What follows belongs to an exercise in optimizing a design on an open flow for small area and few clock cycles; a production flow would make more cautious choices.
The RTL was checked by simulation tests, not by an equivalence proof against the original design.
The clock port is modelled as an ideal driver, which makes a skipped or thinned clock tree look cheaper than it is; a real chip needs a root buffer or a tree.
No activity file was given, so power comes from the tool's default toggle rates.

==> inputs of yarrow <==
==> flow/design.v <==
module BRIDGE #(
    parameter ADDR_WIDTH = 32,
    parameter DATA_WIDTH = 32
)(
    input                        hclk,
    input                        hresetn,
    input                        hselapb,
    input                        hwrite,
    input       [1:0]            htrans,
    input       [ADDR_WIDTH-1:0] haddr,
    input       [DATA_WIDTH-1:0] hwdata,
    input       [DATA_WIDTH-1:0] prdata,
    output reg  [ADDR_WIDTH-1:0] paddr,
    output      [DATA_WIDTH-1:0] pwdata,
    output reg                   psel,
    output reg                   penable,
    output reg                   pwrite,
    output                       hresp,
    output                       hready,
    output      [DATA_WIDTH-1:0] hrdata
);
    wire valid = hselapb & htrans[1];
    assign hready = ~psel | penable;
    assign hresp  = 1'b0;
    assign pwdata = hwdata;
    assign hrdata = prdata;
    always @(posedge hclk or negedge hresetn) begin
        if (!hresetn) begin
            psel    <= 1'b0;
            penable <= 1'b0;
        end else begin
            psel    <= (hready & valid) | (psel & ~penable);
            penable <= psel & ~penable;
        end
    end
    always @(posedge hclk) begin
        if (hready) begin
            paddr  <= haddr;
            pwrite <= hwrite;
        end
    end
endmodule
==> flow/flow/run.sh <==
#!/bin/bash
# Standard ORFS layout with the smallest buffer (buf_1) on the ports and a
# clock tree built from small clock buffers without dummy loads.
set -euo pipefail
bash standard.sh finish \
  BUFFER_PORTS_ARGS="-buffer_cell sky130_fd_sc_hd__buf_1" \
  CTS_ARGS="-sink_clustering_enable -repair_clock_nets -dont_use_dummy_load -buf_list sky130_fd_sc_hd__clkbuf_4 -root_buf sky130_fd_sc_hd__clkbuf_4" \
  > standard.log 2>&1
==> flow/standard.sh <==
#!/bin/bash
# synth_recipe.tcl (not shown) runs the flow's synth.tcl, then flattens the netlist and writes it again
# the make line also repeats each setting of config.mk as NAME=value (left out here)
make -C /OpenROAD-flow-scripts/flow DESIGN_CONFIG=/design/flow/config.mk WORK_HOME=/design/flow/orfs CLKGATE_MAP_FILE= SYNTH_SCRIPT=/design/flow/synth_recipe.tcl "${@:-finish}"
==> flow/config.mk <==
export PLATFORM = sky130hd
export DESIGN_NAME = BRIDGE
export DESIGN_NICKNAME = BRIDGE
export VERILOG_FILES = /design/flow/design.v
export SDC_FILE = /design/flow/constraint.sdc
export NUM_CORES = 8
export LEC_CHECK = 0
export CAP_MARGIN = 20
export CORE_MARGIN = 2
export CORE_UTILIZATION = 40
export SLEW_MARGIN = 20
==> flow/constraint.sdc <==
create_clock -name core_clock -period 5.0 [get_ports {hclk}]
set_input_delay 1.0000 -clock core_clock [delete_from_list [all_inputs] [get_ports {hclk}]]
set_output_delay 1.0000 -clock core_clock [all_outputs]
set_load 0.01 [all_outputs]
==> inputs of nickel, as changes to yarrow <==
--- a/flow/design.v
+++ b/flow/design.v
@@ -13,13 +13,13 @@
     output reg  [ADDR_WIDTH-1:0] paddr,
     output      [DATA_WIDTH-1:0] pwdata,
-    output reg                   psel,
+    output                       psel,
     output reg                   penable,
     output reg                   pwrite,
     output                       hresp,
-    output                       hready,
+    output reg                   hready,
     output      [DATA_WIDTH-1:0] hrdata
 );
     wire valid = hselapb & htrans[1];
-    assign hready = ~psel | penable;
+    assign psel   = ~hready | penable;
     assign hresp  = 1'b0;
     assign pwdata = hwdata;
@@ -27,9 +27,9 @@
     always @(posedge hclk or negedge hresetn) begin
         if (!hresetn) begin
-            psel    <= 1'b0;
+            hready  <= 1'b1;
             penable <= 1'b0;
         end else begin
-            psel    <= (hready & valid) | (psel & ~penable);
-            penable <= psel & ~penable;
+            hready  <= ~(hready & valid);
+            penable <= ~hready;
         end
     end
==> flow/flow/run.sh (replaced) <==
#!/bin/bash
# Standard ORFS layout with the smallest buffer (buf_1) on the ports and the
# clock driven from a single clock buffer (see post_cts.tcl).
set -euo pipefail
here=$(pwd)
export CLOCK_ROOT_CELL=${CLOCK_ROOT_CELL:-sky130_fd_sc_hd__buf_12}
bash standard.sh finish \
  BUFFER_PORTS_ARGS="-buffer_cell sky130_fd_sc_hd__buf_1" \
  CTS_ARGS="-sink_clustering_enable -repair_clock_nets -dont_use_dummy_load -buf_list sky130_fd_sc_hd__clkbuf_8 -root_buf sky130_fd_sc_hd__clkbuf_8" \
  POST_CTS_TCL="$here/flow/post_cts.tcl" \
  > standard.log 2>&1
==> flow/flow/post_cts.tcl (new file) <==
# Collapse the clock tree that CTS built to its root buffer: every sink of a
# leaf buffer moves to the root buffer's output net, the leaf buffers are
# deleted and the root buffer is resized to drive all the flip-flops.
set root_cell $::env(CLOCK_ROOT_CELL)
set block [ord::get_db_block]
set root [$block findInst clkbuf_0_hclk]
set root_net [[$root findITerm X] getNet]
foreach it [$root_net getITerms] {
  set inst [$it getInst]
  if { $inst == $root } { continue }
  set master [[$inst getMaster] getName]
  if { [string match "sky130_fd_sc_hd__clkbuf_*" $master] } {
    set leaf_net [[$inst findITerm X] getNet]
    foreach lit [$leaf_net getITerms] {
      if { [$lit getInst] == $inst } { continue }
      $lit disconnect
      $lit connect $root_net
    }
    $it disconnect
    [$inst findITerm X] disconnect
    odb::dbInst_destroy $inst
    odb::dbNet_destroy $leaf_net
  }
}
replace_cell clkbuf_0_hclk $root_cell
detailed_placement
check_placement -verbose
estimate_parasitics -placement
report_clock_skew
==> summary.txt <==
- The number of nets handed over by synthesis was 207.
- The routed design uses 634 um of met3 wire.
- In this run the number of H-tree levels came out at 2.
- Summing every instance area after synthesis gives 1560 um2.
- Hold timing on the final database bottoms out at a slack of 0.461 ns.
- The run finished with no timing, DRC or antenna violations.
- In this run the standard cell core region covers 3720 um2.
- Wires add up to 3880 um.
(the above is from yarrow)
==> summary.txt <==
- The flow ran to the end and the layout has no timing, DRC or antenna violations.
- The routed layout has 750 vias.
- The total inserted antenna cells is 0.
- Hold timing on the final database bottoms out at a slack of 0.609 ns.
- The portion of total power attributed to the clock network is 0.196.
- The standard cell core area is 3690 um2.
- After detailed routing, the total wire length is 3420 um.
- The power per standard cell area is 346 nW/um2.
- At the end of the flow, the number of nets in the layout was 216.
- When the netlist entered floorplanning its net count stood at 206.
- The number of max-slew violations in the final report is 0.
- Global routing finished with a remaining overflow of 0.
(the above is from nickel)
Testbench counts of yarrow, summed over its fixed seeds: cycles 9,608.
Testbench counts of nickel, summed over its fixed seeds: cycles 9,608.


==> inputs of 08-10 <==
RTL: the design.v shown in full above, as it stands there.
clock: 5.0 ns
lec_check: 0
cap_margin: 20
core_margin: 2
core_utilization: 40
slew_margin: 20
standard.sh (not shown) runs the stock make flow with config.mk's settings and CLKGATE_MAP_FILE= SYNTH_SCRIPT=/design/flow/synth_recipe.tcl, a recipe that flattens the netlist after the stock synthesis.
==> flow/flow/run.sh <==
#!/bin/bash
# Standard ORFS layout with the smallest buffer (buf_1) on the ports and a
# small clock tree without dummy loads.
set -euo pipefail
bash standard.sh finish \
  BUFFER_PORTS_ARGS="-buffer_cell sky130_fd_sc_hd__buf_1" \
  CTS_ARGS="-sink_clustering_enable -sink_clustering_size 50 -sink_clustering_max_diameter 500 -repair_clock_nets -dont_use_dummy_load -wire_unit 100 -buf_list sky130_fd_sc_hd__clkbuf_8 -root_buf sky130_fd_sc_hd__clkbuf_8" \
  > standard.log 2>&1
==> 03-03: changes against 08-10 <==
--- a/flow/design.v
+++ b/flow/design.v
@@ -13,13 +13,15 @@
     output reg  [ADDR_WIDTH-1:0] paddr,
     output      [DATA_WIDTH-1:0] pwdata,
-    output reg                   psel,
-    output reg                   penable,
+    output                       psel,
+    output                      penable,
     output reg                   pwrite,
     output                       hresp,
-    output                       hready,
+    output reg                   hready,
     output      [DATA_WIDTH-1:0] hrdata
 );
     wire valid = hselapb & htrans[1];
-    assign hready = ~psel | penable;
+    reg access_n;
+    assign psel    = ~(hready & access_n);
+    assign penable = ~access_n;
     assign hresp  = 1'b0;
     assign pwdata = hwdata;
@@ -27,9 +29,9 @@
     always @(posedge hclk or negedge hresetn) begin
         if (!hresetn) begin
-            psel    <= 1'b0;
-            penable <= 1'b0;
+            hready   <= 1'b1;
+            access_n <= 1'b1;
         end else begin
-            psel    <= (hready & valid) | (psel & ~penable);
-            penable <= psel & ~penable;
+            hready   <= ~(hready & valid);
+            access_n <= hready;
         end
     end
==> flow/flow/run.sh (replaced) <==
#!/bin/bash
# Standard ORFS layout with the smallest buffer (buf_1) on the ports and the
# clock driven from a single clock buffer (see post_cts.tcl).
set -euo pipefail
here=$(pwd)
export CLOCK_ROOT_CELL=${CLOCK_ROOT_CELL:-sky130_fd_sc_hd__buf_12}
bash standard.sh finish \
  BUFFER_PORTS_ARGS="-buffer_cell sky130_fd_sc_hd__buf_1" \
  CTS_ARGS="-sink_clustering_enable -repair_clock_nets -dont_use_dummy_load -buf_list sky130_fd_sc_hd__clkbuf_8 -root_buf sky130_fd_sc_hd__clkbuf_8" \
  POST_CTS_TCL="$here/flow/post_cts.tcl" \
  > standard.log 2>&1
==> flow/flow/post_cts.tcl (new file) <==
# Collapse the clock tree that CTS built to its root buffer: every sink of a
# leaf buffer moves to the root buffer's output net, the leaf buffers are
# deleted and the root buffer is resized to drive all the flip-flops.
set root_cell $::env(CLOCK_ROOT_CELL)
set block [ord::get_db_block]
set root [$block findInst clkbuf_0_hclk]
set root_net [[$root findITerm X] getNet]
foreach it [$root_net getITerms] {
  set inst [$it getInst]
  if { $inst == $root } { continue }
  set master [[$inst getMaster] getName]
  if { [string match "sky130_fd_sc_hd__clkbuf_*" $master] } {
    set leaf_net [[$inst findITerm X] getNet]
    foreach lit [$leaf_net getITerms] {
      if { [$lit getInst] == $inst } { continue }
      $lit disconnect
      $lit connect $root_net
    }
    $it disconnect
    [$inst findITerm X] disconnect
    odb::dbInst_destroy $inst
    odb::dbNet_destroy $leaf_net
  }
}
replace_cell clkbuf_0_hclk $root_cell
# Put the root buffer at the centre of its flip-flops
set n 0
set sx 0
set sy 0
foreach it [$root_net getITerms] {
  set inst [$it getInst]
  if { $inst == $root } { continue }
  set loc [$inst getLocation]
  set sx [expr { $sx + [lindex $loc 0] }]
  set sy [expr { $sy + [lindex $loc 1] }]
  incr n
}
$root setLocation [expr { $sx / $n }] [expr { $sy / $n }]
detailed_placement
check_placement -verbose
estimate_parasitics -placement
report_clock_skew
- PLACE_DENSITY: default -> 0.9
==> 05-16: changes against 08-10 <==
==> flow/run.sh (new file) <==
#!/bin/bash
# synth_recipe.tcl (not shown) runs the flow's synth.tcl, then flattens the netlist and writes it again
# the make line also repeats each setting of config.mk as NAME=value (left out here)
make -C /OpenROAD-flow-scripts/flow DESIGN_CONFIG=/design/flow/config.mk WORK_HOME=/design/flow/orfs CLKGATE_MAP_FILE= SYNTH_SCRIPT=/design/flow/synth_recipe.tcl finish
removed: flow/flow/run.sh
removed: flow/standard.sh
==> summary.txt <==
Met3 Use GR: 08-10 12.2%; 03-03 15.3%; 05-16 12.0%
Clock buffer count: 08-10 5; 03-03 1; 05-16 6
First-pass GRT wire length: 08-10 4820 um; 03-03 4750 um; 05-16 5110 um
Max rail drop VDD: 08-10 0.169 mV; 03-03 0.147 mV; 05-16 0.221 mV
Fraction of the mapped netlist area in simple logic gates: 08-10 1.52%; 03-03 0.566%; 05-16 1.52%
Multi-input gate area in the final layout: 08-10 27.5 sq um; 03-03 12.5 sq um; 05-16 27.5 sq um
Clock group total power: 08-10 0.169 mW; 03-03 0.0956 mW; 05-16 0.191 mW
Post-Synthesis Net Count: 08-10 207; 03-03 206; 05-16 207
Number of hold buffers added after CTS: 08-10 0; 03-03 -; 05-16 0
Core area: 08-10 3720 sq um; 03-03 3690 sq um; 05-16 3720 sq um
Largest net degree at the start of global routing: 08-10 37; 03-03 38; 05-16 37
Fin crit share: 08-10 45.2%; 03-03 49.5%; 05-16 54.2%
Clock Network Area Fraction: 08-10 4.68%; 03-03 1.42%; 05-16 4.39%
Status: 08-10 complete, no violations; 03-03 complete, no violations; 05-16 complete, no violations
WP data arrival: 08-10 1.26 ns; 03-03 1.47 ns; 05-16 1.71 ns
Testbench counts of 08-10, summed over its fixed seeds: cycles 9,608.
Testbench counts of 03-03, summed over its fixed seeds: cycles 9,608.
Testbench counts of 05-16, summed over its fixed seeds: cycles 9,608.

[afterwards: timing with drivers on the ports]
In the flow no input, the clock included, has a driving cell. The finished layouts below were timed again as built, in two steps. Step 1 sets driving cells, clkbuf_16 on the clock port and buf_2 on the other inputs (assumed; they add their load-dependent delay and slew). Step 2, shift: input delay + t, output delay - t, t = (earliest + latest rising clock arrival at the registers) / 2. This alone moves slack from input paths to output paths. Three values: no drivers, after step 1, after step 2; two values: the first two.
| run | t, ns | setup WS [ns] | latest minus earliest clock arrival (ns) | slew at the worst register clock pin (ns) |
|---|---|---|---|---|
| yarrow | 0.339 | 2.683 / 2.662 / 2.918 | 0.024 / 0.024 | 0.10 / 0.10 |
| nickel | 0.177 | 2.495 / 2.464 / 2.641 | 0.004 / 0.004 | 0.12 / 0.12 |
| 08-10 | 0.287 | 2.741 / 2.717 / 2.922 | 0.013 / 0.014 | 0.07 / 0.07 |
| 03-03 | 0.175 | 2.526 / 2.496 / 2.672 | 0.006 / 0.005 | 0.12 / 0.12 |
| 05-16 | 0.300 | 2.290 / 2.264 / 2.565 | 0.008 / 0.007 | 0.07 / 0.07 |
After both steps setup and hold are still met in every run listed.
